Source: an optimization exercise on an open RTL-to-GDS flow (aim: a short achievable clock period and few clock cycles). Production flows keep margins and buffers that such runs may drop.
The RTL was checked by simulation tests, not by an equivalence proof against the original design.
Power figures rest on the tool's default switching activity, not on a simulated workload.

**design/flow/design.v**
```verilog
`default_nettype none
`timescale 1ns / 10ps
module alu (
    input [31:0] a,
    input [31:0] b,
    input        sub,       
    input        s_add,
    input        s_sll,
    input        s_srl,
    input        s_sra,
    input        s_slt,
    input        s_sltu,
    input        s_xor,
    input        s_or,
    input        s_and,
    output wire [31:0] sum,   
    output wire [31:0] res,
    output wire eq,
    output wire lt,
    output wire ltu
);
  assign sum = a + (b ^ {32{sub}}) + {31'b0, sub};
  wire [32:0] diff = {1'b0, a} - {1'b0, b};
  assign ltu = diff[32];
  assign lt  = (a[31] ^ b[31]) ? a[31] : diff[31];
  assign eq  = (a == b);
  wire [31:0] sll = a << b[4:0];
  wire [31:0] srl = a >> b[4:0];
  wire [31:0] sra = $signed(a) >>> b[4:0];
  assign res = ({32{s_add}}  & sum)
             | ({32{s_sll}}  & sll)
             | ({32{s_srl}}  & srl)
             | ({32{s_sra}}  & sra)
             | ({32{s_slt}}  & {31'b0, lt})
             | ({32{s_sltu}} & {31'b0, ltu})
             | ({32{s_xor}}  & (a ^ b))
             | ({32{s_or}}   & (a | b))
             | ({32{s_and}}  & (a & b));
endmodule
`default_nettype none
`timescale 1ns / 10ps
module immgen (
    input [31:0] instr,
    output wire [31:0] imm_x,
    output wire [31:0] imm_t,
    output wire [31:0] imm_u
);
wire [31:0] Uimm = {instr[31:12], 12'b0};
wire [31:0] Iimm = {{21{instr[31]}}, instr[30:20]};
wire [31:0] Simm = {{21{instr[31]}}, instr[30:25], instr[11:7]};
wire [31:0] Bimm = {{20{instr[31]}}, instr[7], instr[30:25], instr[11:8], 1'b0};
wire [31:0] Jimm = {{12{instr[31]}}, instr[19:12], instr[20], instr[30:21], 1'b0};
assign imm_x = (instr[6:5] == 2'b01) ? Simm : Iimm;
assign imm_t = instr[2] ? (instr[3] ? Jimm : Uimm) : Bimm;
assign imm_u = Uimm;
endmodule
`default_nettype none
`timescale 1ns / 10ps
module regfile (
    input clk,
    input we1,
    input [4:0] wa1,
    input [31:0] wd1,
    input we2,
    input [4:0] wa2,
    input [31:0] wd2,
    input [4:0] A1,
    input [4:0] A2,
    output wire [31:0] RD1,
    output wire [31:0] RD2
);
reg [31:0] RegisterFile [32];
assign RD1 = (A1 != 0) ? RegisterFile[A1] : 0;
assign RD2 = (A2 != 0) ? RegisterFile[A2] : 0;
always @(posedge clk) begin
    if (we2 && !(we1 && wa1 == wa2))
        RegisterFile[wa2] <= wd2;
    if (we1)
        RegisterFile[wa1] <= wd1;
end
endmodule
`default_nettype none
`timescale 1ns / 10ps
module controller (
    input [31:0] instr,
    output wire isLUI,
    output wire isAUIPC,
    output wire isJAL,
    output wire isJALR,
    output wire isBR,
    output wire isLD,
    output wire isST,
    output wire uses1,     
    output wire uses2,     
    output wire bReg,      
    output wire wen,       
    output wire lwen,      
    output wire useConst,  
    output wire sub,
    output wire s_add,
    output wire s_sll,
    output wire s_srl,
    output wire s_sra,
    output wire s_slt,
    output wire s_sltu,
    output wire s_xor,
    output wire s_or,
    output wire s_and
);
wire [6:0] op = instr[6:0];
wire [2:0] f3 = instr[14:12];
wire f7 = instr[30];
wire rdnz = (instr[11:7] != 5'd0);
assign isLUI   = (op == 7'b0110111);
assign isAUIPC = (op == 7'b0010111);
assign isJAL   = (op == 7'b1101111);
assign isJALR  = (op == 7'b1100111);
assign isBR    = (op == 7'b1100011);
assign isLD    = (op == 7'b0000011);
assign isST    = (op == 7'b0100011);
wire isOPI     = (op == 7'b0010011);
wire isOP      = (op == 7'b0110011);
assign uses1 = isJALR | isBR | isLD | isST | isOPI | isOP;
assign uses2 = isBR | isST | isOP;
assign bReg  = isBR | isOP;
assign wen   = (isLUI | isAUIPC | isJAL | isJALR | isOPI | isOP) & rdnz;
assign lwen  = isLD & rdnz;
assign useConst = isLUI | isAUIPC | isJAL | isJALR;
wire arith = isOPI | isOP;
assign sub    = isOP & (f3 == 3'b000) & f7;
assign s_add  = arith & (f3 == 3'b000);
assign s_sll  = arith & (f3 == 3'b001);
assign s_slt  = arith & (f3 == 3'b010);
assign s_sltu = arith & (f3 == 3'b011);
assign s_xor  = arith & (f3 == 3'b100);
assign s_srl  = arith & (f3 == 3'b101) & !f7;
assign s_sra  = arith & (f3 == 3'b101) & f7;
assign s_or   = arith & (f3 == 3'b110);
assign s_and  = arith & (f3 == 3'b111);
endmodule
`default_nettype none
`timescale 1ns / 10ps
module rv32i_mc (
    input clk,
    input rst,
    output wire [31:0] mem_addr,
    output wire [3:0] mem_wstrb,
    output wire [31:0] mem_wdata,
    input [31:0] mem_rdata
);
reg [31:0] ma;       
reg        fv;       
reg [31:0] nfa;      
reg        av;       
reg [31:0] apc;      
reg        apt;      
assign mem_addr = ma;
reg [15:0] bv;
reg [25:0] btag [16];
reg [29:0] btgt [16];
wire [3:0] bidx = ma[5:2];
wire bhit = bv[bidx] && (btag[bidx] == ma[31:6]);
wire [31:0] pred = bhit ? {btgt[bidx], 2'b00} : ma + 32'd4;
reg [3:0]   qv;      
reg [127:0] qi;      
reg [127:0] qp;      
reg [3:0]   qt;      
wire kill;           
wire pop;            
wire push = av;
wire [4:0]   qv_x = {1'b0, qv};
wire [159:0] qi_x = {32'b0, qi};
wire [159:0] qp_x = {32'b0, qp};
wire [4:0]   qt_x = {1'b0, qt};
reg [3:0]   qv_n;
reg [127:0] qi_n;
reg [127:0] qp_n;
reg [3:0]   qt_n;
wire [3:0] qkeep = pop ? qv_x[4:1] : qv;       
wire [3:0] qprev = {qkeep[2:0], 1'b1};          
integer qk;
always @* begin
  for (qk = 0; qk < 4; qk = qk + 1) begin
    if (qkeep[qk]) begin
      qi_n[32*qk +: 32] = pop ? qi_x[32*(qk+1) +: 32] : qi_x[32*qk +: 32];
      qp_n[32*qk +: 32] = pop ? qp_x[32*(qk+1) +: 32] : qp_x[32*qk +: 32];
      qt_n[qk] = pop ? qt_x[qk+1] : qt_x[qk];
      qv_n[qk] = 1'b1;
    end else begin
      qi_n[32*qk +: 32] = mem_rdata;
      qp_n[32*qk +: 32] = apc;
      qt_n[qk] = apt;
      qv_n[qk] = push && qprev[qk];
    end
  end
end
always @(posedge clk) begin
  qi <= qi_n;
  qp <= qp_n;
  qt <= qt_n;
  if (rst || kill) qv <= 4'b0;
  else qv <= qv_n;
end
wire [2:0] qcnt = {2'b0, qv[0]} + {2'b0, qv[1]} + {2'b0, qv[2]} + {2'b0, qv[3]};
wire room = ({1'b0, qcnt} + {3'b0, av} + {3'b0, fv}) <= 4'd3;
wire        dv  = qv[0];
wire [31:0] ir  = qi[31:0];
wire [31:0] dpc = qp[31:0];
wire        dpt = qt[0];
wire dLUI, dAUIPC, dJAL, dJALR, dBR, dLD, dST, uses1, uses2, bReg, dWen, dLwen, dConst;
wire dSub, dAdd, dSll, dSrl, dSra, dSlt, dSltu, dXor, dOr, dAnd;
controller controller (
  .instr(ir),
  .isLUI(dLUI), .isAUIPC(dAUIPC), .isJAL(dJAL), .isJALR(dJALR), .isBR(dBR),
  .isLD(dLD), .isST(dST), .uses1(uses1), .uses2(uses2), .bReg(bReg),
  .wen(dWen), .lwen(dLwen), .useConst(dConst),
  .sub(dSub), .s_add(dAdd), .s_sll(dSll), .s_srl(dSrl), .s_sra(dSra),
  .s_slt(dSlt), .s_sltu(dSltu), .s_xor(dXor), .s_or(dOr), .s_and(dAnd)
);
wire [31:0] imm_x, imm_t, imm_u;
immgen immgen (.instr(ir), .imm_x(imm_x), .imm_t(imm_t), .imm_u(imm_u));
wire [4:0] rs1 = ir[19:15];
wire [4:0] rs2 = ir[24:20];
wire [4:0] rd  = ir[11:7];
wire [31:0] tgt = dpc + imm_t;
wire [31:0] pc4 = dpc + 32'd4;
reg        wV;       
reg [4:0]  wRd;
reg [31:0] wRes;
reg        l2Wen;    
reg [4:0]  l2Rd;
wire [31:0] ldval;
wire [31:0] RD1, RD2;
regfile regfile (
  .clk(clk),
  .we1(wV), .wa1(wRd), .wd1(wRes),
  .we2(l2Wen), .wa2(l2Rd), .wd2(ldval),
  .A1(rs1), .A2(rs2), .RD1(RD1), .RD2(RD2)
);
wire [31:0] r1 = (wV && wRd == rs1) ? wRes : (l2Wen && l2Rd == rs1) ? ldval : RD1;
wire [31:0] r2 = (wV && wRd == rs2) ? wRes : (l2Wen && l2Rd == rs2) ? ldval : RD2;
reg        eV;
reg        eWen, eLwen, eLD, eST, eBR, eJAL, eJALR;
reg [4:0]  eRd;
reg        mWen;     
reg [4:0]  mRd;
reg        lWen;     
reg [4:0]  lRd;
wire haz1 = uses1 && rs1 != 5'd0 &&
            ((eV && eLwen && eRd == rs1) || (mWen && mRd == rs1) || (lWen && lRd == rs1));
wire haz2 = uses2 && rs2 != 5'd0 &&
            ((eV && eLwen && eRd == rs2) || (mWen && mRd == rs2) || (lWen && lRd == rs2));
wire stall = haz1 || haz2;
wire fA = eV && eWen && eRd == rs1;
wire fB = eV && eWen && eRd == rs2;
wire sTaken = !dpt && (dJAL || (dBR && ir[31]));
wire go = dv && !stall;
wire redD = go && sTaken;
wire dPt = dpt || sTaken;
wire redE;
assign pop = go;
reg [31:0] eA, eB, eS, eConst, eTgt, eRtgt, ePc;
reg        efA, efB, efS;
reg        eSub, eAdd, eSll, eSrl, eSra, eSlt, eSltu, eXor, eOr, eAnd, eCst;
reg [2:0]  eF3;
reg        ePt, eBpt;
reg [31:0] resF;     
always @(posedge clk) begin
  if (rst) eV <= 1'b0;
  else eV <= go && !redE;
  eWen <= dWen; eLwen <= dLwen; eLD <= dLD; eST <= dST; eBR <= dBR;
  eJAL <= dJAL; eJALR <= dJALR;
  eRd <= rd;
  eA <= r1;
  eB <= bReg ? r2 : imm_x;
  eS <= r2;
  efA <= fA && uses1;
  efB <= fB && bReg;
  efS <= fB && dST;
  eSub <= dSub; eAdd <= dAdd; eSll <= dSll; eSrl <= dSrl; eSra <= dSra;
  eSlt <= dSlt; eSltu <= dSltu; eXor <= dXor; eOr <= dOr; eAnd <= dAnd;
  eCst <= dConst;
  eConst <= dLUI ? imm_u : dAUIPC ? tgt : pc4;
  eF3 <= ir[14:12];
  eTgt <= tgt;
  eRtgt <= dPt ? pc4 : tgt;
  ePc <= dpc;
  ePt <= dPt;
  eBpt <= dpt;
end
wire [31:0] a = efA ? resF : eA;
wire [31:0] b = efB ? resF : eB;
wire [31:0] s = efS ? resF : eS;
wire [31:0] sum, alures;
wire eq, lt, ltu;
alu alu (
  .a(a), .b(b), .sub(eSub),
  .s_add(eAdd), .s_sll(eSll), .s_srl(eSrl), .s_sra(eSra), .s_slt(eSlt),
  .s_sltu(eSltu), .s_xor(eXor), .s_or(eOr), .s_and(eAnd),
  .sum(sum), .res(alures), .eq(eq), .lt(lt), .ltu(ltu)
);
wire [31:0] res = alures | ({32{eCst}} & eConst);
wire cond = (eF3[2] ? (eF3[1] ? ltu : lt) : eq) ^ eF3[0];
wire taken = eBR && cond;
wire redB = eV && eBR && (cond ^ ePt);
wire redJ = eV && eJALR;
assign redE = redB || redJ;
assign kill = redE || redD;
wire ldst = eV && (eLD || eST);
wire [31:0] sumc = {sum[31:1], sum[0] & !eJALR};
wire [31:0] other = redD ? tgt : (fv ? pred : nfa);
wire issue = !ldst && (kill || room);
always @(posedge clk) begin
  if (rst) begin
    ma <= 32'h1000;
    nfa <= 32'h1000;
    fv <= 1'b1;
    av <= 1'b0;
  end else begin
    ma <= redB ? eRtgt : (ldst || redJ) ? sumc : other;
    nfa <= redB ? eRtgt : redJ ? sumc : other;
    fv <= issue;
    av <= fv && !kill;
  end
  apc <= ma;
  apt <= bhit;
end
wire bwr = eV && (eJAL || taken);
wire bclr = eV && eBR && eBpt && !cond;
wire [3:0] uidx = ePc[5:2];
always @(posedge clk) begin
  if (rst) bv <= 16'b0;
  else if (bwr) bv[uidx] <= 1'b1;
  else if (bclr) bv[uidx] <= 1'b0;
  if (bwr) begin
    btag[uidx] <= ePc[31:6];
    btgt[uidx] <= eTgt[31:2];
  end
end
always @(posedge clk) begin
  resF <= res;
  wRes <= res;
  wRd <= eRd;
  if (rst) wV <= 1'b0;
  else wV <= eV && eWen;
end
reg [3:0]  wstrb;
reg [31:0] wdata;
assign mem_wstrb = wstrb;
assign mem_wdata = wdata;
logic [3:0] st_strb;
always_comb begin
  if (eF3[1]) st_strb = 4'b1111;
  else if (eF3[0]) st_strb = sum[1] ? 4'b1100 : 4'b0011;
  else st_strb = 4'b0001 << sum[1:0];
end
wire eWr = eV && (eWen || eLwen);
reg [2:0] mF3, lF3, l2F3;
reg [1:0] mOff, lOff, l2Off;
reg [31:0] ldraw;
always @(posedge clk) begin
  if (rst) begin
    wstrb <= 4'b0;
    mWen <= 1'b0;
    lWen <= 1'b0;
    l2Wen <= 1'b0;
  end else begin
    wstrb <= (eV && eST) ? st_strb : 4'b0;
    mWen <= eV && eLwen;
    lWen <= mWen && !(eWr && eRd == mRd);
    l2Wen <= lWen && !(eWr && eRd == lRd);
  end
  wdata <= eF3[1] ? s : eF3[0] ? {2{s[15:0]}} : {4{s[7:0]}};
  mRd <= eRd; mF3 <= eF3; mOff <= sum[1:0];
  lRd <= mRd; lF3 <= mF3; lOff <= mOff;
  l2Rd <= lRd; l2F3 <= lF3; l2Off <= lOff;
  ldraw <= mem_rdata;
end
wire [15:0] ld_half = l2Off[1] ? ldraw[31:16] : ldraw[15:0];
logic [7:0] ld_byte;
always_comb begin
  case (l2Off)
    2'b00: ld_byte = ldraw[7:0];
    2'b01: ld_byte = ldraw[15:8];
    2'b10: ld_byte = ldraw[23:16];
    default: ld_byte = ldraw[31:24];
  endcase
end
assign ldval = l2F3[1] ? ldraw :
               l2F3[0] ? {{16{ld_half[15] & ~l2F3[2]}}, ld_half} :
                         {{24{ld_byte[7] & ~l2F3[2]}}, ld_byte};
endmodule
```
**design/flow/flow/run.sh**
```bash
#!/bin/bash
# Standard layout, with repair_timing aiming well below the design's period.
cat standard.sh > standard_sh_copy.log
echo "export SETUP_SLACK_MARGIN = 8" >> config.mk
echo "export ABC_CLOCK_PERIOD_IN_PS = 3000" >> config.mk
bash standard.sh > standard.log 2>&1
```
**design/flow/standard.sh**
```bash
#!/bin/bash
# synth_recipe.tcl (not shown) runs the flow's synth.tcl, then flattens the netlist and writes it again
# the make line also repeats each setting of config.mk as NAME=value (left out here)
make -C /OpenROAD-flow-scripts/flow DESIGN_CONFIG=/design/flow/config.mk WORK_HOME=/design/flow/orfs CLKGATE_MAP_FILE= SYNTH_SCRIPT=/design/flow/synth_recipe.tcl "${@:-finish}"
```
**design/flow/config.mk**
```make
export PLATFORM = sky130hd
export DESIGN_NAME = rv32i_mc
export DESIGN_NICKNAME = rv32i_mc
export VERILOG_FILES = /design/flow/design.v
export SDC_FILE = /design/flow/constraint.sdc
export NUM_CORES = 4
export LEC_CHECK = 0
export CAP_MARGIN = 20
export CORE_MARGIN = 2
export CORE_UTILIZATION = 40
export SLEW_MARGIN = 20
export SETUP_SLACK_MARGIN = 8
export ABC_CLOCK_PERIOD_IN_PS = 3000
```
**design/flow/constraint.sdc**
```tcl
create_clock -name core_clock -period 12.0 [get_ports {clk}]
set_input_delay 2.4000 -clock core_clock [delete_from_list [all_inputs] [get_ports {clk}]]
set_output_delay 2.4000 -clock core_clock [all_outputs]
set_load 0.01 [all_outputs]
```
==> results of run 1 <==
[state kept, by name, summed over array words and instances (netlist names), 5 cells and up, named ones only]
name and cells:
regfile.RegisterFile 1024, btgt 480, btag 416, qi 128, qp 128, apc 32
eA 32, eB 32, eConst 32, eS 32, ldraw 32, ma 32
nfa 32, resF 32, wdata 32, ePc 31, eRtgt 31, eTgt 30
eRd 5, l2Rd 5, lRd 5, wRd 5
[critical path: stages (launching register included)]
cell	delay, ns
dfxtp_4	0.36
buf_12	0.12
buf_4	0.17
buf_12	0.19
buf_4	0.17
mux2i_1	0.45
ha_1	0.36
nor4_2	0.12
nand3_1	0.15
nor2_1	0.13
a2111oi_0	0.44
o2bb2ai_1	0.33
o2111ai_2	0.63
a21oi_4	0.42
buf_6	0.14
buf_12	0.12
o21a_4	0.16
buf_6	0.14
buf_6	0.10
buf_6	0.09
and3_4	0.22
buf_12	0.17
[cell families after synthesis]
group                      after synthesis
xor gates and xnor gates               210
and+or+nand+nor                       2230
adders and majority gates              169
muxes                                 1419
DFF                                   2695
buffers and inverters                 1088
AOI/OAI and AO/OA                     2242
[final cells by class]
type,instances,area [µm²]
inverters,164,643.1
multi-input cells,6334,56090
clock inverters,131,1194
diodes,34,85.08
flip-flops and latches,2695,75900
well taps,4366,5463
clock buffers,383,7956
fillers,28429,172800
repair buffers,833,9876
[how the worst max path moves through the flow]
stage | start | end
floorplan | efB$_DFF_P_ | btag[12][0]$_DFFE_PP_
global placement | efB$_DFF_P_ | ma[9]$_SDFF_PP0_
detailed placement | efB$_DFF_P_ | nfa[26]$_SDFF_PP0_
CTS | efA$_DFF_P_ | ma[19]$_SDFF_PP0_
global route | efB$_DFF_P_ | ma[10]$_SDFF_PP0_
finish | efB$_DFF_P_ | btgt[4][15]$_DFFE_PP_
[metrics by stage]
stage	hold slack, ns	cell area, µm²	instances	power [µW]
2_1_floorplan	0.3096	132900	10053	15500
3_3_place_gp	0.3114	138900	13881	18220
3_5_place_dp	0.3120	138900	13881	18300
4_1_cts	0.3263	155000	14796	27460
5_1_grt	0.3319	157100	14911	28640
6_report	0.3265	157200	14940	27890
[layout by cell type (no fill, tap or decap), drive strengths merged, types with 113 or more instances in the layout]
cell type / synthesis / routed
mux2i: 253 / 253
ha: 164 / 164
mux4: 882 / 882
dfxtp: 515 / 515
xnor2: 123 / 123
and3: 63 / 113
nand2: 835 / 838
mux2: 284 / 284
edfxtp: 2180 / 2180
buf: 132 / 737
nor2: 894 / 894
a21oi: 792 / 792
o21ai: 760 / 760
clkbuf: 792 / 392
inv: 159 / 169
[timing repair]
item / CTS / global route
buffers inserted: 319 / 88
pin swaps: 111 / 57
resized for setup: 657 / 178
cloned: 82 / 18
endpoints found under the setup margin: 1650 / 1140
[metal layers]
layer | part of all wire, % | up-vias | track usage [%]
met2 | 45 | 6497 | 46.09
met3 | 11 | 1426 | 7.074
met1 | 37 | 48430 | 38.63
li1 | - | 39303 | -
met4 | 7.1 | 38 | 17.88
met5 | 0.049 | - | 0
[report_power, final]
part           internal (µW)  switching, µW  total [µW]
Combinational           2740           4700        7440
Sequential             11000            606       11600
Clock                   5040           3830        8870
==> results.toml, run 1 <==
[run_status]
outcome = "finished clean"

[floorplanning]
die-area_mm2 = 0.3357
start_util_pct = 40.13
design.core.area_mm2 = 0.3300
rows = 211
die_h_um = 579.4
die_w_um = 579.4
io-pin-count = 102

[synthesis]
synthAdderAreaFrac_pct = 1.625
synth_common_cells = "2180 x edfxtp_1, 894 x nor2_1, 882 x mux4_2, 835 x nand2_1"
synth_top_family_by_area = "multiplexers"
yosysMostFrequentCell = "edfxtp_1"
netlist.area_leader.share_pct = 49.43
postSynth.asyncResetShare_pct = 0
synth_compound_area_share_pct = 10.10
synth_xor_area_share_pct = 1.389
synth-simple-area-share_pct = 7.185
synth_area_leader_cell = "edfxtp_1"
synth_area_mm2 = 0.1324
ys_types = 86
synth_edf_count = 2180
ys_ff_latch = 2695
synth-main-ff-cell = "edfxtp_1"
synthMuxAreaShare_pct = 19.33
synth_cells = 10053
synth_nets = 10256
yosys_warnings = 2
synth_area_leaders = "edfxtp_1 49%, mux4_2 15%, dfxtp_1 7.8%"
synth_area_per_cell_um2 = 13.17
ys_seq_area_share_pct = 57.22

[routing]
first_pass_iters = 9
drcViolationCount = 0
wirelength_um = 518300
viasPerCell = 6.405
vias = 95694
drt_iter0_markers = 13891
detail_route.wl_per_cell_um = 34.69
final_antenna_net_count = 0

[run]
cap_violations = 0

[clock_network]
clock-sinks = 2695
clock_latency_ns = 0.95
htree_levels = 5
clockBufferDepth = 4
ctsHoldBuffers = 0
cts-root-buf = "clkbuf_16"
cts_buffers = 290
clk_pin_slew_ns = 0.06
cts_tree = "built"

[timing]
finalSetupTns_ns = 0
layout_setup_ws_ns = 6.488
period_share_pct = 45.94
hold_violations = 0
finalClockSkew_ns = 0.08484
max_freq_mhz = 181.4
rsz0062_at_grt = "yes"
fin_crit_ns = 5.512
maxSlewViolCount = 0
worst_slew_pin_slew_ns = 1.288
finalSetupViolCount = 0
maxSlewHeadroom_pct = 13.71

[finish]
area_growth_pct = 18.71
fin_nets = 10521
finish.utilization_pct = 47.64
drive_above_1_share_pct = 27.06

[critical_path]
reg2reg_depth = 21
endpoint_kind = "flop"
path_max_fanout = 10
rrSetupSlack_ns = 6.49
reg2reg_from = "efB$_DFF_P_"
cp-start-kind = "flop"
r2r-end = "btgt[4][15]$_DFFE_PP_"
critPathArrivalTime_ns = 6.15
path_class = "reg2reg"
cp_data_required_time_ns = 12.64

[place]
gp_congestion = 0.9840
dp_hpwl_um = 306000
place_ws_ns = 4.939
io_buffers = 101

[pwr]
power.density_mw_per_mm2 = 177.4
p_leak_uw = 0.05448
irDropWorstVdd_uv = 128.4

[min_path]
hp-class = "reg2reg"
hp-start = "lF3[0]$_DFF_P_"
hold_depth = 0
whs_endpoint = "l2F3[0]$_DFF_P_"

[global_route]
track_usage_pct = 29.95
grt_max_degree = 119
antenna_found_initial = 54
grt_pass1_vias = 90744
grt_pass1_wl_um = 708300
grt.overflow.total = 0
Testbench counts, summed over its fixed seeds: cycles 79,356.
==> run 2: changes to the inputs <==
==> design/flow/run.sh (new file) <==
#!/bin/bash
# synth_recipe.tcl (not shown) runs the flow's synth.tcl, then flattens the netlist and writes it again
# the make line also repeats each setting of config.mk as NAME=value (left out here)
make -C /OpenROAD-flow-scripts/flow DESIGN_CONFIG=/design/flow/config.mk WORK_HOME=/design/flow/orfs CLKGATE_MAP_FILE= SYNTH_SCRIPT=/design/flow/synth_recipe.tcl finish
--- a/design/flow/config.mk
+++ b/design/flow/config.mk
@@ -7,2 +7,3 @@
 export LEC_CHECK = 0
+export ABC_CLOCK_PERIOD_IN_PS = 3000
 export CAP_MARGIN = 20
@@ -10,4 +11,3 @@
 export CORE_UTILIZATION = 40
+export SETUP_SLACK_MARGIN = 5
 export SLEW_MARGIN = 20
-export SETUP_SLACK_MARGIN = 8
-export ABC_CLOCK_PERIOD_IN_PS = 3000
removed: design/flow/flow/run.sh
removed: design/flow/standard.sh
==> results.toml, run 2 <==
[run_status]
outcome = "finished clean"

[finish]
fillers = 29166
regMostFlops = "regfile.RegisterFile"
final_cell_mix = "2180 x edfxtp_1, 882 x mux4_2, 858 x nor2_1, 829 x nand2_1, 768 x a21oi_1"
layout_commonest_cell = "edfxtp_1"
drive_above_1_share_pct = 21.03
reg_top3 = "regfile.RegisterFile (1024), btgt (480), btag (416)"
area_growth_pct = 12.34
fin_nets = 10040
largest_reg_flops = 1024

[synthesis]
ys_seq_area_share_pct = 57.22
synth-main-ff-cell = "edfxtp_1"
synth_edf_count = 2180
ys_ff_latch = 2695
netlist.area_leader.share_pct = 49.43
synth_area_leader_cell = "edfxtp_1"
synth_area_leaders = "edfxtp_1 49%, mux4_2 15%, dfxtp_1 7.8%"
synth_cells = 10053
synth_area_per_cell_um2 = 13.17
synth_common_cells = "2180 x edfxtp_1, 894 x nor2_1, 882 x mux4_2, 835 x nand2_1"
yosysMostFrequentCell = "edfxtp_1"
synth_nets = 10256
ys_types = 86
synth_area_mm2 = 0.1324
postSynth.asyncResetShare_pct = 0
yosys_warnings = 2

[critical_path]
cp-start-kind = "flop"
cp_num_buf_inv = 4
endpoint_kind = "flop"
cp_slowest_cell = "and3_2"
cp_data_required_time_ns = 12.54
crit_family = "compound AO/OA/AOI/OAI gates"
path_class = "reg2reg"
cpMostUsedCell = "a21oi_1"
cp_slowest_stage_delay_ns = 0.89
critPathArrivalTime_ns = 7.42
path_max_fanout = 36
cp_cell_sequence = "buf_6 > mux2i_4 > clkinv_1 > buf_4 > ha_1 > o21bai_1 > a221oi_2 > o21bai_1 > a21oi_1 > nor2_1 > o2111ai_1 > a21oi_1 > o21ai_0 > a2111oi_0 > nor3_1 > fa_1 > inv_1 > o21ai_0 > a31oi_1 > o221a_2 > a21oi_1 > o21a_4 > and3_2"

[pwr]
sw_frac_of_total_pct = 32.11
pwr-share-comb_pct = 24.4
power.density_mw_per_mm2 = 184.4
intPower_uw = 18630
p_seq_share_pct = 42.4
p_clk_share_pct = 33.2
p_leak_uw = 0.05080
p_switching_uw = 8809
irDropWorstVdd_uv = 150.5

[global_route]
grt_pass1_wl_um = 664500
grt.overflow.total = 0
track_usage_pct = 27.85
grt_max_degree = 120
grt_pass1_vias = 87568
antenna_found_initial = 28

[clock_network]
cts_tree = "built"
clockBufferDepth = 4
clock_latency_ns = 0.94
cts_buffers = 295
cts_setup_buffers = 0
htree_levels = 5
clock-sinks = 2695
clk_pin_slew_ns = 0.06
cts-root-buf = "clkbuf_16"

[routing]
viasPerCell = 6.292
detail_route.wl_per_cell_um = 33.00
first_pass_iters = 10
drt_iter0_markers = 12909
dr_wl_met2_um = 219300
topRoutingLayerUsed = "met5"
wirelength_um = 476700
final_antenna_net_count = 0
vias = 90894
wl_met3_um = 48660
wl_met1_um = 182700
drcViolationCount = 0

[timing]
maxSlewViolCount = 0
fin_hold_ws_ns = 0.3268
rsz0062_at_grt = "yes"
period_share_pct = 57.31
finalClockSkew_ns = 0.04560
fin_crit_ns = 6.877
finalSetupTns_ns = 0
maxSlewHeadroom_pct = 13.65
finalSetupViolCount = 0
hold_violations = 0
worst_slew_pin_slew_ns = 1.259
max_freq_mhz = 145.4

[place]
gp_congestion = 0.9885
dp_hpwl_um = 309300
io_buffers = 101

[run]
cap_violations = 0

[floorplanning]
io-pin-count = 102
design.core.area_mm2 = 0.3300
die_w_um = 579.4
start_util_pct = 40.13
die-area_mm2 = 0.3357
die_h_um = 579.4
rows = 211

[min_path]
hp-class = "reg2reg"
run 2: cell counts after synthesis:
No cell type changed its count.
run 2: cells by family (layout without fill, tap and decap cells):
family | after synthesis | count (layout) | share of synthesized area (%)
AO/OA/AOI/OAI | 2242 | 2242 | 10.10
XOR/XNOR | 210 | 210 | 1.389
adder cells (fa/ha/maj) | 169 | 169 | 1.625
buffers and inverters | 1088 | 1089 | 3.159
flip-flops | 2695 | 2695 | 57.22
multiplexers | 1419 | 1419 | 19.33
other | 0 | 11 | 0
AND/OR/NAND/NOR | 2230 | 2245 | 7.185
run 2: final cells by class:
type                    instances  area, µm²  area share, %
diodes                         11      27.53        0.01850
clock buffers                 389       8130          5.465
clock inverters               140       1431         0.9621
inverters                     164      616.8         0.4146
multi-input cells            6285      53800          36.16
flip-flops and latches       2695      75830          50.97
well taps                    4366       5463          3.672
repair buffers                396       3478          2.338
run 2: per-layer routing:
metal,track usage (%),up-vias
met5,0.02836,-
li1,-,38186
met4,13.23,14
met2,43.85,5525
met1,37.00,46098
met3,5.643,1071
run 2: per-stage QoR:
step | area, µm² | power (µW) | util, % | setup slack [ns] | instances
after CTS | 148400 | 27320 | 44.98 | 5.115 | 14423
after global routing | 148800 | 28230 | 45.08 | 4.963 | 14437
after detailed placement | 138700 | 18260 | 42.03 | 4.440 | 13880
after global placement | 138700 | 18200 | 42.03 | 4.411 | 13880
final | 148800 | 27440 | 45.08 | 5.123 | 14446
after floorplan | 132400 | 15470 | - | 5.247 | 10053
run 2: power groups by stage:
stage               combinational [µW]  sequential [µW]  clock, µW
floorplan                         4030            11400          0
global placement                  6410            11800          0
detailed placement                6440            11800          0
CTS                               6480            11600       9200
global route                      6990            11700       9550
finish                            6690            11600       9120
run 2: what timing repair did:
item | in CTS | in global routing
hold buffers | 0 | 0
pin swaps | 14 | 1
resized for setup | 17 | 9
setup endpoints to repair | 947 | 238
gates cloned | 14 | 1
run 2: final timing paths:
| path | end | slack (ns) | start | cells after the start |
|---|---|---|---|---|
| hold reg to reg | l2Off[1]$_DFF_P_ | 0.33 | lOff[1]$_DFF_P_ | 0 |
| setup / recovery | btgt[13][16]$_DFFE_PP_ | 5.12 | efB$_DFF_P_ | 23 |
| hold / removal | l2Off[1]$_DFF_P_ | 0.33 | lOff[1]$_DFF_P_ | 0 |
| setup reg to reg | btgt[13][16]$_DFFE_PP_ | 5.12 | efB$_DFF_P_ | 23 |
==> run 3: changes to the inputs <==
--- a/design/flow/design.v
+++ b/design/flow/design.v
@@ -2,2 +2,33 @@
 `timescale 1ns / 10ps
+module ks_add #(parameter W = 32, parameter L = 5) (
+    input [W-1:0] a,
+    input [W-1:0] b,
+    input cin,
+    output wire [W-1:0] sum,
+    output wire cout
+);
+  wire [W-1:0] p0 = a ^ b;
+  wire [W-1:0] g0 = a & b;
+  wire [(L+1)*W-1:0] G;
+  wire [(L+1)*W-1:0] P;
+  assign G[W-1:0] = {g0[W-1:1], g0[0] | (p0[0] & cin)};
+  assign P[W-1:0] = p0;
+  genvar l, i;
+  generate
+    for (l = 0; l < L; l = l + 1) begin : lvl
+      for (i = 0; i < W; i = i + 1) begin : bit_
+        if (i >= (1 << l)) begin : comb
+          assign G[(l+1)*W+i] = G[l*W+i] | (P[l*W+i] & G[l*W+i-(1<<l)]);
+          assign P[(l+1)*W+i] = P[l*W+i] & P[l*W+i-(1<<l)];
+        end else begin : pass
+          assign G[(l+1)*W+i] = G[l*W+i];
+          assign P[(l+1)*W+i] = P[l*W+i];
+        end
+      end
+    end
+  endgenerate
+  wire [W-1:0] c = {G[L*W +: W-1], cin};
+  assign sum = p0 ^ c;
+  assign cout = G[L*W+W-1];
+endmodule
 module alu (
@@ -21,6 +52,9 @@
 );
-  assign sum = a + (b ^ {32{sub}}) + {31'b0, sub};
-  wire [32:0] diff = {1'b0, a} - {1'b0, b};
-  assign ltu = diff[32];
-  assign lt  = (a[31] ^ b[31]) ? a[31] : diff[31];
+  wire unused_c;
+  ks_add #(32) adder (.a(a), .b(b ^ {32{sub}}), .cin(sub), .sum(sum), .cout(unused_c));
+  wire [31:0] unused_d;
+  wire geu;
+  ks_add #(32) cmp (.a(a), .b(~b), .cin(1'b1), .sum(unused_d), .cout(geu));
+  assign ltu = !geu;
+  assign lt  = (a[31] ^ b[31]) ? a[31] : ltu;
   assign eq  = (a == b);
@@ -157,8 +191,21 @@
 assign mem_addr = ma;
-reg [15:0] bv;
-reg [25:0] btag [16];
-reg [29:0] btgt [16];
-wire [3:0] bidx = ma[5:2];
-wire bhit = bv[bidx] && (btag[bidx] == ma[31:6]);
-wire [31:0] pred = bhit ? {btgt[bidx], 2'b00} : ma + 32'd4;
+localparam BN = 4;
+reg [BN-1:0] bv;
+reg [29:0] bpc  [BN];
+reg [29:0] btgt [BN];
+reg [BN-1:0] bm;
+reg [29:0] btsel;
+integer bi;
+always @* begin
+  btsel = 30'b0;
+  for (bi = 0; bi < BN; bi = bi + 1) begin
+    bm[bi] = bv[bi] && (bpc[bi] == ma[31:2]);
+    btsel = btsel | ({30{bm[bi]}} & btgt[bi]);
+  end
+end
+wire bhit = |bm;
+wire [31:0] ma4;
+wire ma4_c;
+ks_add #(32) ma_inc (.a(ma), .b(32'd4), .cin(1'b0), .sum(ma4), .cout(ma4_c));
+wire [31:0] pred = bhit ? {btsel, 2'b00} : ma4;
 reg [3:0]   qv;      
@@ -224,4 +271,6 @@
 wire [4:0] rd  = ir[11:7];
-wire [31:0] tgt = dpc + imm_t;
-wire [31:0] pc4 = dpc + 32'd4;
+wire [31:0] tgt, pc4;
+wire tgt_c, pc4_c;
+ks_add #(32) tgt_add (.a(dpc), .b(imm_t), .cin(1'b0), .sum(tgt), .cout(tgt_c));
+ks_add #(32) pc4_add (.a(dpc), .b(32'd4), .cin(1'b0), .sum(pc4), .cout(pc4_c));
 reg        wV;       
@@ -262,3 +311,2 @@
 reg [31:0] eA, eB, eS, eConst, eTgt, eRtgt, ePc;
-reg        efA, efB, efS;
 reg        eSub, eAdd, eSll, eSrl, eSra, eSlt, eSltu, eXor, eOr, eAnd, eCst;
@@ -266,3 +314,3 @@
 reg        ePt, eBpt;
-reg [31:0] resF;     
+wire [31:0] res;     
 always @(posedge clk) begin
@@ -273,8 +321,5 @@
   eRd <= rd;
-  eA <= r1;
-  eB <= bReg ? r2 : imm_x;
-  eS <= r2;
-  efA <= fA && uses1;
-  efB <= fB && bReg;
-  efS <= fB && dST;
+  eA <= fA ? res : r1;
+  eB <= !bReg ? imm_x : fB ? res : r2;
+  eS <= fB ? res : r2;
   eSub <= dSub; eAdd <= dAdd; eSll <= dSll; eSrl <= dSrl; eSra <= dSra;
@@ -290,5 +335,5 @@
 end
-wire [31:0] a = efA ? resF : eA;
-wire [31:0] b = efB ? resF : eB;
-wire [31:0] s = efS ? resF : eS;
+wire [31:0] a = eA;
+wire [31:0] b = eB;
+wire [31:0] s = eS;
 wire [31:0] sum, alures;
@@ -301,3 +346,3 @@
 );
-wire [31:0] res = alures | ({32{eCst}} & eConst);
+assign res = alures | ({32{eCst}} & eConst);
 wire cond = (eF3[2] ? (eF3[1] ? ltu : lt) : eq) ^ eF3[0];
@@ -320,3 +365,3 @@
     ma <= redB ? eRtgt : (ldst || redJ) ? sumc : other;
-    nfa <= redB ? eRtgt : redJ ? sumc : other;
+    nfa <= other;    
     fv <= issue;
@@ -327,12 +372,43 @@
 end
-wire bwr = eV && (eJAL || taken);
-wire bclr = eV && eBR && eBpt && !cond;
-wire [3:0] uidx = ePc[5:2];
+reg [BN-1:0] em;      
+integer bj;
+always @* begin
+  for (bj = 0; bj < BN; bj = bj + 1)
+    em[bj] = bv[bj] && (bpc[bj] == ePc[31:2]);
+end
+reg        uwr, uclr;
+reg [BN-1:0] um;
+reg [29:0] upc;
+reg [29:0] utgt;
+reg [1:0] bptr;    
 always @(posedge clk) begin
-  if (rst) bv <= 16'b0;
-  else if (bwr) bv[uidx] <= 1'b1;
-  else if (bclr) bv[uidx] <= 1'b0;
-  if (bwr) begin
-    btag[uidx] <= ePc[31:6];
-    btgt[uidx] <= eTgt[31:2];
+  if (rst) begin
+    uwr <= 1'b0;
+    uclr <= 1'b0;
+  end else begin
+    uwr <= eV && (eJAL || taken);
+    uclr <= eV && eBR && eBpt && !cond;
+  end
+  um <= em;
+  upc <= ePc[31:2];
+  utgt <= eTgt[31:2];
+end
+integer bk;
+always @(posedge clk) begin
+  if (rst) begin
+    bv <= {BN{1'b0}};
+    bptr <= 0;
+  end else if (uwr) begin
+    if (um == 0) begin
+      bv[bptr] <= 1'b1;
+      bptr <= bptr + 1'b1;
+    end
+  end else if (uclr) begin
+    bv <= bv & ~um;
+  end
+  for (bk = 0; bk < BN; bk = bk + 1) begin
+    if (uwr && (um == 0 ? (bptr == bk) : um[bk])) begin
+      bpc[bk] <= upc;
+      btgt[bk] <= utgt;
+    end
   end
@@ -340,3 +416,2 @@
 always @(posedge clk) begin
-  resF <= res;
   wRes <= res;
==> design/flow/flow/run.sh (new file) <==
#!/bin/bash
# Standard layout (the standard.sh), with repair_timing aiming well below
# the design's clock period.
echo "export SETUP_SLACK_MARGIN = 8.5" >> config.mk
echo "export ABC_CLOCK_PERIOD_IN_PS = 3000" >> config.mk
bash standard.sh > standard.log 2>&1
==> design/flow/standard.sh (new file) <==
#!/bin/bash
# synth_recipe.tcl (not shown) runs the flow's synth.tcl, then flattens the netlist and writes it again
# the make line also repeats each setting of config.mk as NAME=value (left out here)
make -C /OpenROAD-flow-scripts/flow DESIGN_CONFIG=/design/flow/config.mk WORK_HOME=/design/flow/orfs CLKGATE_MAP_FILE= SYNTH_SCRIPT=/design/flow/synth_recipe.tcl "${@:-finish}"
--- a/design/flow/config.mk
+++ b/design/flow/config.mk
@@ -7,3 +7,2 @@
 export LEC_CHECK = 0
-export ABC_CLOCK_PERIOD_IN_PS = 3000
 export CAP_MARGIN = 20
@@ -11,3 +10,4 @@
 export CORE_UTILIZATION = 40
-export SETUP_SLACK_MARGIN = 5
 export SLEW_MARGIN = 20
+export SETUP_SLACK_MARGIN = 8.5
+export ABC_CLOCK_PERIOD_IN_PS = 3000
removed: design/flow/run.sh
==> results.toml, run 3 <==
[finish]
regMostFlops = "regfile.RegisterFile"
reg_top3 = "regfile.RegisterFile (1024), qi (128), qp (128)"
area_growth_pct = 18.38
final_cell_mix = "1524 x edfxtp_1, 879 x nor2_1, 843 x nand2_1, 698 x mux4_2, 693 x a21oi_1"
stdcell_area_mm2 = 0.1286
drive_above_1_share_pct = 28.05
fin_nets = 9409
multi_input_comb_area_mm2 = 0.05098
layout_commonest_cell = "edfxtp_1"
largest_reg_flops = 1024
fillers = 23781
register_area_mm2 = 0.05742

[synthesis]
ys_seq_area_share_pct = 52.59
synth_area_leader_cell = "edfxtp_1"
ys_types = 96
yosys_warnings = 4
synth_area_mm2 = 0.1086
synth_nets = 9340
ys_ff_latch = 2092
synth-main-ff-cell = "edfxtp_1"
synth_cells = 9132
synth_area_per_cell_um2 = 11.90
netlist.area_leader.share_pct = 42.12
synth_area_leaders = "edfxtp_1 42%, mux4_2 14%, dfxtp_1 10%"
synth_edf_count = 1524
yosysMostFrequentCell = "edfxtp_1"
synth_common_cells = "1524 x edfxtp_1, 943 x nor2_1, 872 x nand2_1, 775 x a21oi_1, 740 x clkbuf_1"
postSynth.asyncResetShare_pct = 0

[pwr]
p_seq_share_pct = 39.1
p_clk_share_pct = 30.6
p_leak_uw = 0.04585
sw_frac_of_total_pct = 33.49
p_switching_uw = 7911
design_power_total_uw = 23630
intPower_uw = 15710
pwr-share-comb_pct = 30.3
irDropWorstVdd_uv = 129.0
power.density_mw_per_mm2 = 183.7

[run_status]
outcome = "finished clean"

[timing]
maxSlewViolCount = 0
maxSlewHeadroom_pct = 18.83
fin_crit_ns = 3.996
rsz0062_at_grt = "yes"
finalSetupTns_ns = 0
period_share_pct = 33.30
max_freq_mhz = 250.2
finalSetupViolCount = 0
finalClockSkew_ns = 0.1148
worst_slew_pin_slew_ns = 1.216
hold_violations = 0

[global_route]
track_usage_pct = 30.32
grt.overflow.total = 0
antenna_found_initial = 22
grt_pass1_vias = 78547
grt_max_degree = 68
grt_pass1_wl_um = 600500

[place]
gp_congestion = 0.9968
dp_hpwl_um = 264600
io_buffers = 101
placed_cell_area_mm2 = 0.1137

[routing]
wirelength_um = 432900
viasPerCell = 6.367
detail_route.wl_per_cell_um = 33.38
drcViolationCount = 0
drt_iter0_markers = 12525
vias = 82576
first_pass_iters = 9
final_antenna_net_count = 0

[floorplanning]
die-area_mm2 = 0.2758
design.core.area_mm2 = 0.2705
die_h_um = 525.2
rows = 191
die_w_um = 525.2
start_util_pct = 40.16
io-pin-count = 102

[clock_network]
cts-root-buf = "clkbuf_16"
cts_buffers = 227
clock-sinks = 2092
htree_levels = 4
cts_tree = "built"
clockBufferDepth = 4
clock_latency_ns = 0.97
ctsHoldBuffers = 0
clk_pin_slew_ns = 0.07

[run]
cap_violations = 0

[critical_path]
crit_family = "flip-flops"
rrSetupSlack_ns = 8.07
path_class = "reg2out"
cp_slowest_stage_delay_ns = 0.37
path_max_fanout = 2
reg2reg_from = "qi[2]$_DFFE_PN_"
cp_slowest_cell = "dfxtp_4"
cp-start-kind = "flop"
critPathArrivalTime_ns = 1.60
cp_data_required_time_ns = 9.60
startpoint = "ma[29]$_SDFF_PP0_"
cp_num_buf_inv = 2
endpoint_kind = "output port"
cp_cell_sequence = "buf_8 > buf_6"

[min_path]
hp-start = "lF3[1]$_DFF_P_"
hp-class = "reg2reg"
## run 3: cell count changes after synthesis, moves of 43 or more
cell / delta
edfxtp_1: -656
mux4_2: -184
xnor2_1: +173
mux2i_1: -123
nor2b_1: +74
and2_1: -57
dfxtp_1: +53
clkbuf_1: -52
xor2_1: +51
nor2_1: +49
nand4_1: +48
mux2_2: -43
## run 3: cell type report
type,instances,share of cell area [%]
Antenna cell,9,0.01751
Clock inverter,103,0.8474
Tap cell,3570,3.473
Inverter,138,0.4310
Timing Repair Buffer,736,5.910
Sequential cell,2092,44.65
Clock buffer,316,5.032
Multi-Input combinational cell,6006,39.64
## run 3: power by group through the flow
stage / combinational, µW / sequential (µW) / clock [µW]
4_1_cts: 6570 / 9220 / 7270
6_report: 7170 / 9240 / 7220
5_1_grt: 7470 / 9280 / 7530
3_5_place_dp: 5640 / 9490 / 0
2_1_floorplan: 3780 / 8980 / 0
3_3_place_gp: 5600 / 9470 / 0
## run 3: final timing paths
check / end / depth (start not counted)
worst max register to register: ma[29]$_SDFF_PP0_ / 16
worst min register to register: l2F3[1]$_DFF_P_ / 0
worst max-delay path: mem_addr[29] / 2
worst min-delay path: l2F3[1]$_DFF_P_ / 0
## run 3: per-stage QoR
step | util (%) | worst slack, ns | instances | hold slack [ns]
floorplan | - | 7.754 | 9132 | 0.3096
global placement | 42.01 | 6.462 | 12163 | 0.3120
finish | 47.54 | 8.004 | 12970 | 0.3217
detailed placement | 42.01 | 6.551 | 12163 | 0.3121
global route | 47.54 | 7.999 | 12963 | 0.3259
CTS | 46.73 | 7.974 | 12860 | 0.3241
## run 3: layer usage
metal  part of all wire, %  track usage [%]
met5                 0.016                0
met4                   6.1            15.61
met3                    12            7.267
met2                    44            45.95
met1                    38            40.48
## run 3: cells by family after synthesis
logic type	count (synthesis)	share of synthesized area (%)
DFF	2092	52.59
buffers and inverters	1041	3.681
and+or+nand+nor	2284	8.966
adders and majority gates	174	2.032
muxes	1071	18.20
xor gates and xnor gates	434	3.499
AOI/OAI and AO/OA	2036	11.03
## run 3: timing repair
item,4_1_cts,5_1_grt
gates cloned,26,5
endpoints found under the setup margin,884,461
hold endpoints to repair,0,0
buffers inserted,252,96
gates resized for setup,895,303
pin swaps,122,148
Testbench counts of run 3, summed over its fixed seeds: cycles 79,356.
==> run 4: changes to the inputs <==
--- a/design/flow/design.v
+++ b/design/flow/design.v
@@ -184,6 +184,10 @@
 );
+reg [31:0] fpc;      
+reg        fen;      
 reg [31:0] ma;       
-reg        fv;       
-reg [31:0] nfa;      
+reg        bf;       
 reg        av;       
+reg        afc;      
+reg [31:0] acw;      
+reg        afill;    
 reg [31:0] apc;      
@@ -201,3 +205,3 @@
   for (bi = 0; bi < BN; bi = bi + 1) begin
-    bm[bi] = bv[bi] && (bpc[bi] == ma[31:2]);
+    bm[bi] = bv[bi] && (bpc[bi] == fpc[31:2]);
     btsel = btsel | ({30{bm[bi]}} & btgt[bi]);
@@ -206,6 +210,24 @@
 wire bhit = |bm;
-wire [31:0] ma4;
-wire ma4_c;
-ks_add #(32) ma_inc (.a(ma), .b(32'd4), .cin(1'b0), .sum(ma4), .cout(ma4_c));
-wire [31:0] pred = bhit ? {btsel, 2'b00} : ma4;
+wire [31:0] fpc4;
+wire fpc4_c;
+ks_add #(32) fpc_inc (.a(fpc), .b(32'd4), .cin(1'b0), .sum(fpc4), .cout(fpc4_c));
+wire [31:0] pred = bhit ? {btsel, 2'b00} : fpc4;
+localparam CK = 5;
+localparam CN = 1 << CK;
+reg [CN-1:0] cv;
+reg [29-CK:0] ctag [CN];
+reg [31:0] cdat [CN];
+wire [CK-1:0] cidx = fpc[CK+1:2];
+wire chit = cv[cidx] && (ctag[cidx] == fpc[31:CK+2]);
+wire fok = fen && (chit || bf);      
+wire [31:0] incoming = afc ? acw : mem_rdata;
+wire [CK-1:0] fidx = apc[CK+1:2];
+always @(posedge clk) begin
+  if (rst) cv <= {CN{1'b0}};
+  else if (afill) cv[fidx] <= 1'b1;
+  if (afill) begin
+    ctag[fidx] <= apc[31:CK+2];
+    cdat[fidx] <= mem_rdata;
+  end
+end
 reg [3:0]   qv;      
@@ -236,3 +258,3 @@
     end else begin
-      qi_n[32*qk +: 32] = mem_rdata;
+      qi_n[32*qk +: 32] = incoming;
       qp_n[32*qk +: 32] = apc;
@@ -251,3 +273,3 @@
 wire [2:0] qcnt = {2'b0, qv[0]} + {2'b0, qv[1]} + {2'b0, qv[2]} + {2'b0, qv[3]};
-wire room = ({1'b0, qcnt} + {3'b0, av} + {3'b0, fv}) <= 4'd3;
+wire room = ({1'b0, qcnt} + {3'b0, av} + {3'b0, fen}) <= 4'd3;
 wire        dv  = qv[0];
@@ -355,4 +377,3 @@
 wire [31:0] sumc = {sum[31:1], sum[0] & !eJALR};
-wire [31:0] other = redD ? tgt : (fv ? pred : nfa);
-wire issue = !ldst && (kill || room);
+wire [31:0] other = redD ? tgt : (fok ? pred : fpc);
 always @(posedge clk) begin
@@ -360,12 +381,18 @@
     ma <= 32'h1000;
-    nfa <= 32'h1000;
-    fv <= 1'b1;
+    fpc <= 32'h1000;
+    fen <= 1'b1;
+    bf <= 1'b1;
     av <= 1'b0;
+    afill <= 1'b0;
   end else begin
     ma <= redB ? eRtgt : (ldst || redJ) ? sumc : other;
-    nfa <= other;    
-    fv <= issue;
-    av <= fv && !kill;
+    fpc <= redB ? eRtgt : redJ ? sumc : other;
+    fen <= kill || room;
+    bf <= !ldst;
+    av <= fok && !kill;
+    afill <= fen && bf && !chit;
   end
-  apc <= ma;
+  afc <= chit;
+  acw <= cdat[cidx];
+  apc <= fpc;
   apt <= bhit;
==> results.toml, run 4 <==
[global_route]
grt.overflow.total = 0
antenna_found_initial = 24
track_usage_pct = 26.90
grt_pass1_vias = 113555
grt_pass1_wl_um = 884700
grt_max_degree = 89

[timing]
max_freq_mhz = 234.3
finalSetupTns_ns = 0
finalSetupViolCount = 0
period_share_pct = 35.57
maxSlewHeadroom_pct = 18.34
hold_violations = 0
worst_slew_pin_slew_ns = 1.223
finalClockSkew_ns = 0.06791
layout_setup_ws_ns = 7.732
maxSlewViolCount = 0
rsz0062_at_grt = "yes"
fin_crit_ns = 4.268

[synthesis]
synth-main-ff-cell = "edfxtp_1"
yosys_warnings = 4
synth_nets = 12729
postSynth.asyncResetShare_pct = 0
synth_common_cells = "3348 x edfxtp_1, 1170 x mux4_2, 1106 x nor2_1, 939 x a21oi_1, 859 x clkbuf_1"
ys_seq_area_share_pct = 62.48
ys_ff_latch = 3983
synth_edf_count = 3348
synth_area_leaders = "edfxtp_1 55%, mux4_2 15%, dfxtp_1 7.0%"
yosysMostFrequentCell = "edfxtp_1"
synth_area_per_cell_um2 = 14.48
synth_area_mm2 = 0.1813
ys_types = 96
netlist.area_leader.share_pct = 55.47
synth_area_leader_cell = "edfxtp_1"
synth_cells = 12516

[routing]
final_antenna_net_count = 0
drcViolationCount = 0
drt_iter0_markers = 17633
detail_route.wl_per_cell_um = 33.25
wirelength_um = 636300
first_pass_iters = 9
viasPerCell = 6.232
vias = 119263

[critical_path]
cp_data_required_time_ns = 12.89
cp-start-kind = "flop"
path_max_fanout = 8
endpoint_kind = "flop"
path_class = "reg2reg"
critPathArrivalTime_ns = 5.15
rrSetupSlack_ns = 7.73

[floorplanning]
io-pin-count = 102
rows = 247
die-area_mm2 = 0.4585
die_h_um = 677.2
start_util_pct = 40.12
die_w_um = 677.2
design.core.area_mm2 = 0.4518

[pwr]
power.density_mw_per_mm2 = 177.8
irDropWorstVdd_uv = 141.2
p_leak_uw = 0.07084

[clock_network]
htree_levels = 5
cts-root-buf = "clkbuf_16"
cts_buffers = 405
clock_latency_ns = 1.02
cts_tree = "built"
ctsHoldBuffers = 0
clk_pin_slew_ns = 0.06
clockBufferDepth = 4
clock-sinks = 3983

[finish]
area_growth_pct = 17.75
multi_input_comb_area_mm2 = 0.06761
final_cell_mix = "3348 x edfxtp_1, 1170 x mux4_2, 1007 x nor2_1, 848 x a21oi_1, 832 x nand2_1"
finish.utilization_pct = 47.24
drive_above_1_share_pct = 28.02
layout_commonest_cell = "edfxtp_1"
register_area_mm2 = 0.1136
fin_nets = 13006
reg_top3 = "cdat (1024), regfile.RegisterFile (1024), ctag (800)"
fillers = 38624

[run_status]
outcome = "finished clean"

[place]
gp_congestion = 0.9792
io_buffers = 101
dp_hpwl_um = 369400
place_ws_ns = 5.848

[run]
cap_violations = 0

[min_path]
hp-class = "reg2reg"
## run 4: through the flow
step	hold slack, ns	total power, µW	cell area (µm²)	cells
6_report	0.3252	37950	213400	19136
5_1_grt	0.3299	38960	213400	19131
4_1_cts	0.3260	37300	210800	19004
3_5_place_dp	0.3121	23470	190200	17928
3_3_place_gp	0.3100	23410	190200	17927
2_1_floorplan	0.3096	20740	181800	12516
## run 4: layout make-up
| cell class | count | area share, % |
|---|---|---|
| Multi-Input combinational cell | 7282 | 31.68 |
| Tap cell | 5976 | 3.503 |
| Sequential cell | 3983 | 53.21 |
| Antenna cell | 13 | 0.01524 |
| Clock buffer | 550 | 5.277 |
| Inverter | 167 | 0.3066 |
| Timing Repair Buffer | 954 | 4.942 |
| Clock inverter | 211 | 1.067 |
## run 4: final timing paths
check	start	end	depth (start not counted)
worst max-delay path	fpc[2]$_SDFF_PP0_	fpc[21]$_SDFF_PP0_	18
worst min-delay path	eTgt[10]$_DFF_P_	utgt[8]$_DFF_P_	0
worst min register to register	eTgt[10]$_DFF_P_	utgt[8]$_DFF_P_	0
worst max register to register	fpc[2]$_SDFF_PP0_	fpc[21]$_SDFF_PP0_	18
## run 4: critical path: stages, from the launching register on
cell	delay (ns)
dfxtp_4	0.36
buf_16	0.17
buf_16	0.17
bufbuf_16	0.29
buf_4	0.16
mux4_2	0.33
mux2i_1	0.08
o22ai_1	0.25
nor3_4	0.11
or4bb_1	0.58
nor4bb_4	0.32
a41oi_4	0.16
buf_12	0.20
buf_12	0.14
buf_16	0.15
buf_4	0.15
o22ai_4	0.11
mux2i_1	0.11
a32o_1	0.27
## run 4: report_power, final
| group | total, µW | internal, µW | switching [µW] |
|---|---|---|---|
| logic | 8430 | 3580 | 4850 |
| clock network | 13000 | 7430 | 5580 |
| registers | 16500 | 15800 | 709 |
## run 4: repair_timing
| item | 4_1_cts | 5_1_grt |
|---|---|---|
| gates cloned | 55 | 7 |
| pin swaps | 222 | 193 |
| setup buffers | 260 | 111 |
| resized for setup | 1043 | 356 |
| setup endpoints to repair | 2372 | 1064 |
## run 4: cells by family after synthesis
logic type / synth area share [%]
xor gates and xnor gates: 2.020
adders and majority gates: 1.252
muxes: 17.33
buffers and inverters: 2.723
and+or+nand+nor: 6.193
DFF: 62.48
AOI/OAI and AO/OA: 8.002
## run 4: routing by layer
layer  part of all wire (%)  track usage [%]  up-vias
met4                    5.8            13.02       14
met1                     37            35.78    61076
li1                       -                -    49071
met5                  0.027                0        -
met2                     46            42.25     7478
met3                     11            5.564     1624
Testbench counts of run 4, summed over its fixed seeds: cycles 74,432.
==> run 5: changes to the inputs <==
--- a/design/flow/design.v
+++ b/design/flow/design.v
@@ -78,3 +78,4 @@
     output wire [31:0] imm_x,
-    output wire [31:0] imm_t,
+    output wire [31:0] imm_b,
+    output wire [31:0] imm_j,
     output wire [31:0] imm_u
@@ -87,3 +88,4 @@
 assign imm_x = (instr[6:5] == 2'b01) ? Simm : Iimm;
-assign imm_t = instr[2] ? (instr[3] ? Jimm : Uimm) : Bimm;
+assign imm_b = Bimm;
+assign imm_j = Jimm;
 assign imm_u = Uimm;
@@ -214,3 +216,3 @@
 wire [31:0] pred = bhit ? {btsel, 2'b00} : fpc4;
-localparam CK = 5;
+localparam CK = 4;
 localparam CN = 1 << CK;
@@ -219,6 +221,17 @@
 reg [31:0] cdat [CN];
-wire [CK-1:0] cidx = fpc[CK+1:2];
-wire chit = cv[cidx] && (ctag[cidx] == fpc[31:CK+2]);
+reg        chit;     
+reg [31:0] cword;    
+wire fast = fen && chit && !av;
 wire fok = fen && (chit || bf);      
-wire [31:0] incoming = afc ? acw : mem_rdata;
+wire slowok = fok && !fast;          
+wire [31:0] incoming = fast ? cword : afc ? acw : mem_rdata;
+wire [31:0] inpc = fast ? fpc : apc;
+wire        inpt = fast ? bhit : apt;
+wire [31:0] eRtgt_w;
+wire [CK-1:0] iP = pred[CK+1:2];
+wire [CK-1:0] iH = fpc[CK+1:2];
+wire [CK-1:0] iB = eRtgt_w[CK+1:2];
+wire hitP = cv[iP] && (ctag[iP] == pred[31:CK+2]);
+wire hitH = cv[iH] && (ctag[iH] == fpc[31:CK+2]);
+wire hitB = cv[iB] && (ctag[iB] == eRtgt_w[31:CK+2]);
 wire [CK-1:0] fidx = apc[CK+1:2];
@@ -238,3 +251,3 @@
 wire pop;            
-wire push = av;
+wire push = av || fast;
 wire [4:0]   qv_x = {1'b0, qv};
@@ -259,4 +272,4 @@
       qi_n[32*qk +: 32] = incoming;
-      qp_n[32*qk +: 32] = apc;
-      qt_n[qk] = apt;
+      qp_n[32*qk +: 32] = inpc;
+      qt_n[qk] = inpt;
       qv_n[qk] = push && qprev[qk];
@@ -288,4 +301,4 @@
 );
-wire [31:0] imm_x, imm_t, imm_u;
-immgen immgen (.instr(ir), .imm_x(imm_x), .imm_t(imm_t), .imm_u(imm_u));
+wire [31:0] imm_x, imm_b, imm_j, imm_u;
+immgen immgen (.instr(ir), .imm_x(imm_x), .imm_b(imm_b), .imm_j(imm_j), .imm_u(imm_u));
 wire [4:0] rs1 = ir[19:15];
@@ -293,5 +306,8 @@
 wire [4:0] rd  = ir[11:7];
-wire [31:0] tgt, pc4;
-wire tgt_c, pc4_c;
-ks_add #(32) tgt_add (.a(dpc), .b(imm_t), .cin(1'b0), .sum(tgt), .cout(tgt_c));
+wire [31:0] tgtB, tgtJ, tgtU, pc4;
+wire tgtB_c, tgtJ_c, tgtU_c, pc4_c;
+ks_add #(32) tgtB_add (.a(dpc), .b(imm_b), .cin(1'b0), .sum(tgtB), .cout(tgtB_c));
+ks_add #(32) tgtJ_add (.a(dpc), .b(imm_j), .cin(1'b0), .sum(tgtJ), .cout(tgtJ_c));
+ks_add #(32) tgtU_add (.a(dpc), .b(imm_u), .cin(1'b0), .sum(tgtU), .cout(tgtU_c));
+wire [31:0] tgt = ir[3] ? tgtJ : tgtB;    
 ks_add #(32) pc4_add (.a(dpc), .b(32'd4), .cin(1'b0), .sum(pc4), .cout(pc4_c));
@@ -333,2 +349,3 @@
 reg [31:0] eA, eB, eS, eConst, eTgt, eRtgt, ePc;
+assign eRtgt_w = eRtgt;
 reg        eSub, eAdd, eSll, eSrl, eSra, eSlt, eSltu, eXor, eOr, eAnd, eCst;
@@ -349,3 +366,3 @@
   eCst <= dConst;
-  eConst <= dLUI ? imm_u : dAUIPC ? tgt : pc4;
+  eConst <= dLUI ? imm_u : dAUIPC ? tgtU : pc4;
   eF3 <= ir[14:12];
@@ -391,7 +408,10 @@
     bf <= !ldst;
-    av <= fok && !kill;
+    av <= slowok && !kill;
     afill <= fen && bf && !chit;
   end
+  if (rst || (!redB && (redJ || redD))) chit <= 1'b0;
+  else chit <= redB ? hitB : fok ? hitP : hitH;
+  cword <= redB ? cdat[iB] : fok ? cdat[iP] : cdat[iH];
   afc <= chit;
-  acw <= cdat[cidx];
+  acw <= cword;
   apc <= fpc;
==> results.toml, run 5 <==
[timing]
hold_violations = 0
maxSlewViolCount = 0
maxSlewHeadroom_pct = 18.61
finalClockSkew_ns = 0.08493
finalSetupViolCount = 0
max_freq_mhz = 221.6
rsz0062_at_grt = "yes"
finalSetupTns_ns = 0
period_share_pct = 37.60
fin_crit_ns = 4.512
worst_slew_pin_slew_ns = 1.221

[clock_network]
clock_latency_ns = 1.00
clk_pin_slew_ns = 0.06
clock-sinks = 3104
htree_levels = 5
ctsHoldBuffers = 0
cts_buffers = 340
clockBufferDepth = 4
cts_tree = "built"
cts-root-buf = "clkbuf_16"

[finish]
area_growth_pct = 20.65
final_cell_mix = "2452 x edfxtp_1, 1594 x nand2_1, 1263 x mux4_2, 992 x nor2_1, 920 x o21ai_0"
drive_above_1_share_pct = 28.95
reg_top3 = "regfile.RegisterFile (1024), cdat (512), ctag (416)"
fillers = 35096
finish.utilization_pct = 48.39
layout_commonest_cell = "edfxtp_1"
largest_reg_flops = 1024
fin_nets = 13830
stdcell_area_mm2 = 0.1981
regMostFlops = "regfile.RegisterFile"

[critical_path]
cp_slowest_cell = "or4_4"
endpoint_kind = "flop"
path_class = "reg2reg"
cp_data_required_time_ns = 12.88
critPathArrivalTime_ns = 5.40
cp-start-kind = "flop"
path_max_fanout = 4
cp_cell_sequence = "xnor2_2 > nand4_1 > nor4_4 > and2_4 > nor4_4 > inv_2 > mux2i_4 > buf_6 > buf_12 > clkbuf_16 > mux2i_1 > mux2i_1 > xor2_1 > o221ai_1 > or4_4 > o31ai_4 > o2111ai_2 > o41ai_2"
cp_num_buf_inv = 4
crit_family = "simple AND/OR/NAND/NOR gates"
cp_slowest_stage_delay_ns = 0.47

[global_route]
grt_pass1_wl_um = 921900
antenna_found_initial = 52
track_usage_pct = 31.14
grt.overflow.total = 0
grt_max_degree = 143
grt_pass1_vias = 118720

[synthesis]
ys_seq_area_share_pct = 52.80
postSynth.asyncResetShare_pct = 0
synth_common_cells = "2452 x edfxtp_1, 1660 x nand2_1, 1263 x mux4_2, 1091 x nor2_1, 1064 x o21ai_0"
yosysMostFrequentCell = "edfxtp_1"
ys_types = 94
synth_edf_count = 2452
yosys_warnings = 4
synth_area_leaders = "edfxtp_1 45%, mux4_2 17%, dfxtp_1 8.0%"
synth_area_leader_cell = "edfxtp_1"
ys_ff_latch = 3104
synth-main-ff-cell = "edfxtp_1"
synth_area_mm2 = 0.1642
netlist.area_leader.share_pct = 44.85
synth_area_per_cell_um2 = 12.32
synth_nets = 13565
synth_cells = 13330

[floorplanning]
die-area_mm2 = 0.4156
io-pin-count = 102
design.core.area_mm2 = 0.4093
rows = 235
start_util_pct = 40.11
die_h_um = 644.6
die_w_um = 644.6

[routing]
viasPerCell = 6.530
wirelength_um = 672400
detail_route.wl_per_cell_um = 34.74
drcViolationCount = 0
final_antenna_net_count = 0
first_pass_iters = 10
vias = 126376
drt_iter0_markers = 20965

[pwr]
p_seq_share_pct = 42.7
design_power_total_uw = 28850
sw_frac_of_total_pct = 28.46
p_switching_uw = 8211
p_leak_uw = 0.06889
irDropWorstVdd_uv = 126.3
intPower_uw = 20640
p_clk_share_pct = 38.0
power.density_mw_per_mm2 = 145.7
pwr-share-comb_pct = 19.3

[place]
dp_hpwl_um = 380300
io_buffers = 101
gp_congestion = 0.9800
placed_cell_area_mm2 = 0.1719

[min_path]
hp-class = "reg2reg"

[run]
cap_violations = 0

[run_status]
outcome = "finished clean"
[run 5: cell types whose count changed after synthesis, moves of 112 or more]
cell	before	now
edfxtp_1	3348	2452
nand2_1	854	1660
o21ai_0	783	1064
nand3_1	83	303
mux2i_1	273	413
mux2_2	206	94
[run 5: path summary, 6_finish.rpt]
| path | startpoint | endpoint | slack (ns) | cells past startpoint |
|---|---|---|---|---|
| setup reg to reg | bpc[2][22]$_DFFE_PP_ | chit$_SDFF_PP0_ | 7.49 | 18 |
| setup / recovery | bpc[2][22]$_DFFE_PP_ | chit$_SDFF_PP0_ | 7.49 | 18 |
| hold / removal | eTgt[21]$_DFF_P_ | utgt[19]$_DFF_P_ | 0.32 | 0 |
| hold reg to reg | eTgt[21]$_DFF_P_ | utgt[19]$_DFF_P_ | 0.32 | 0 |
[run 5: cell type report]
| type | instances | area (µm²) | area share, % |
|---|---|---|---|
| Clock buffer | 466 | 9595 | 4.844 |
| Tap cell | 5451 | 6820 | 3.443 |
| Multi-Input combinational cell | 8827 | 78200 | 39.48 |
| Inverter | 170 | 671.9 | 0.3392 |
| Sequential cell | 3104 | 87020 | 43.93 |
| Antenna cell | 20 | 50.05 | 0.02527 |
| Clock inverter | 163 | 1889 | 0.9538 |
| Timing Repair Buffer | 1152 | 13830 | 6.984 |
[run 5: routing by layer]
layer  part of all wire (%)  up-vias  track usage (%)  wire length (µm)
met2                     43     9956            45.48            286000
met4                    7.2       20            18.30             48540
met1                     36    63117            41.45            241700
met3                     14     2004            8.709             96020
li1                       -    51279                -                 -
met5                  0.018        -                0               124
[run 5: worst reg2reg max path, delay by kind of cell, from the launching register on]
kind,cells,cell delay [ns]
compound gates,4,0.80
buf+inv,4,0.60
simple gates,5,1.47
mux,3,0.69
xor+xnor,2,0.44
flops,1,0.44
[run 5: power by group through the flow]
stage	registers [µW]	logic, µW	clock network, µW
after floorplan	12300	2860	0
after global placement	12600	4190	0
after detailed placement	12600	4230	0
after CTS	12300	5100	11000
after global routing	12300	5730	11400
final	12300	5580	11000
[run 5: through the flow]
stage | std cells | hold slack, ns | setup WS, ns
after detailed placement | 18050 | 0.3121 | 5.124
after CTS | 19159 | 0.3211 | 7.605
after global placement | 18046 | 0.3107 | 5.208
after global routing | 19340 | 0.3291 | 7.461
final | 19353 | 0.3226 | 7.488
after floorplan | 13330 | 0.3096 | 7.696
[run 5: kinds of logic (layout without fill, tap and decap cells)]
family | after synthesis | after routing | share of synthesized area [%]
flip-flops | 3104 | 3104 | 52.80
adder cells (fa/ha/maj) | 201 | 201 | 1.559
AND/OR/NAND/NOR | 3515 | 3523 | 8.977
multiplexers | 1772 | 1777 | 20.50
other | 0 | 20 | 0
buffers and inverters | 1413 | 1951 | 3.363
AO/OA/AOI/OAI | 2783 | 2784 | 9.905
XOR/XNOR | 542 | 542 | 2.892
[run 5: timing repair]
item                                    in CTS  in global routing
gates resized for setup                   1454                561
gates cloned                                99                 24
pin swaps                                  265                280
hold endpoints to repair                     0                  0
buffers inserted                           381                150
endpoints found under the setup margin     883                578
Testbench counts of run 5, summed over its fixed seeds: cycles 74,218.

[separate check: timing with driven ports]
How much do the figures lean on ideal ports? The routed layouts below were timed once more, with nothing changed but the port constraints.
Step 1 sets driving cells, clkbuf_16 on the clock port and buf_2 on the other inputs (assumed; they add their load-dependent delay and slew).
Step 2 adds t to the input delays and takes it off the output delays; t is the mean of the earliest and latest rising clock arrival at the registers after step 1. Input paths then give back, and output paths get back, about the clock's delay inside the block.
a / b / c = no drivers / after step 1 / after step 2; a / b = the first two.
run | t (ns) | setup WS [ns] | worst setup path at the end | worst register clock-pin slew, ns
run 1 | 1.023 | 6.488 / 6.488 / 6.488 | register to register | 0.07 / 0.07
run 2 | 1.024 | 5.123 / 5.123 / 5.123 | register to register | 0.07 / 0.07
run 3 | 1.004 | 8.004 / 7.908 / 7.736 | input to register | 0.07 / 0.07
run 4 | 1.111 | 7.732 / 7.732 / 7.530 | input to register | 0.08 / 0.08
run 5 | 1.084 | 7.488 / 7.488 / 7.423 | input to register | 0.07 / 0.07
After both steps setup and hold are still met in every run listed. For run 3, which loses most, drivers alone change the setup slack by -0.096 ns; drivers and shift together by -0.268 ns.
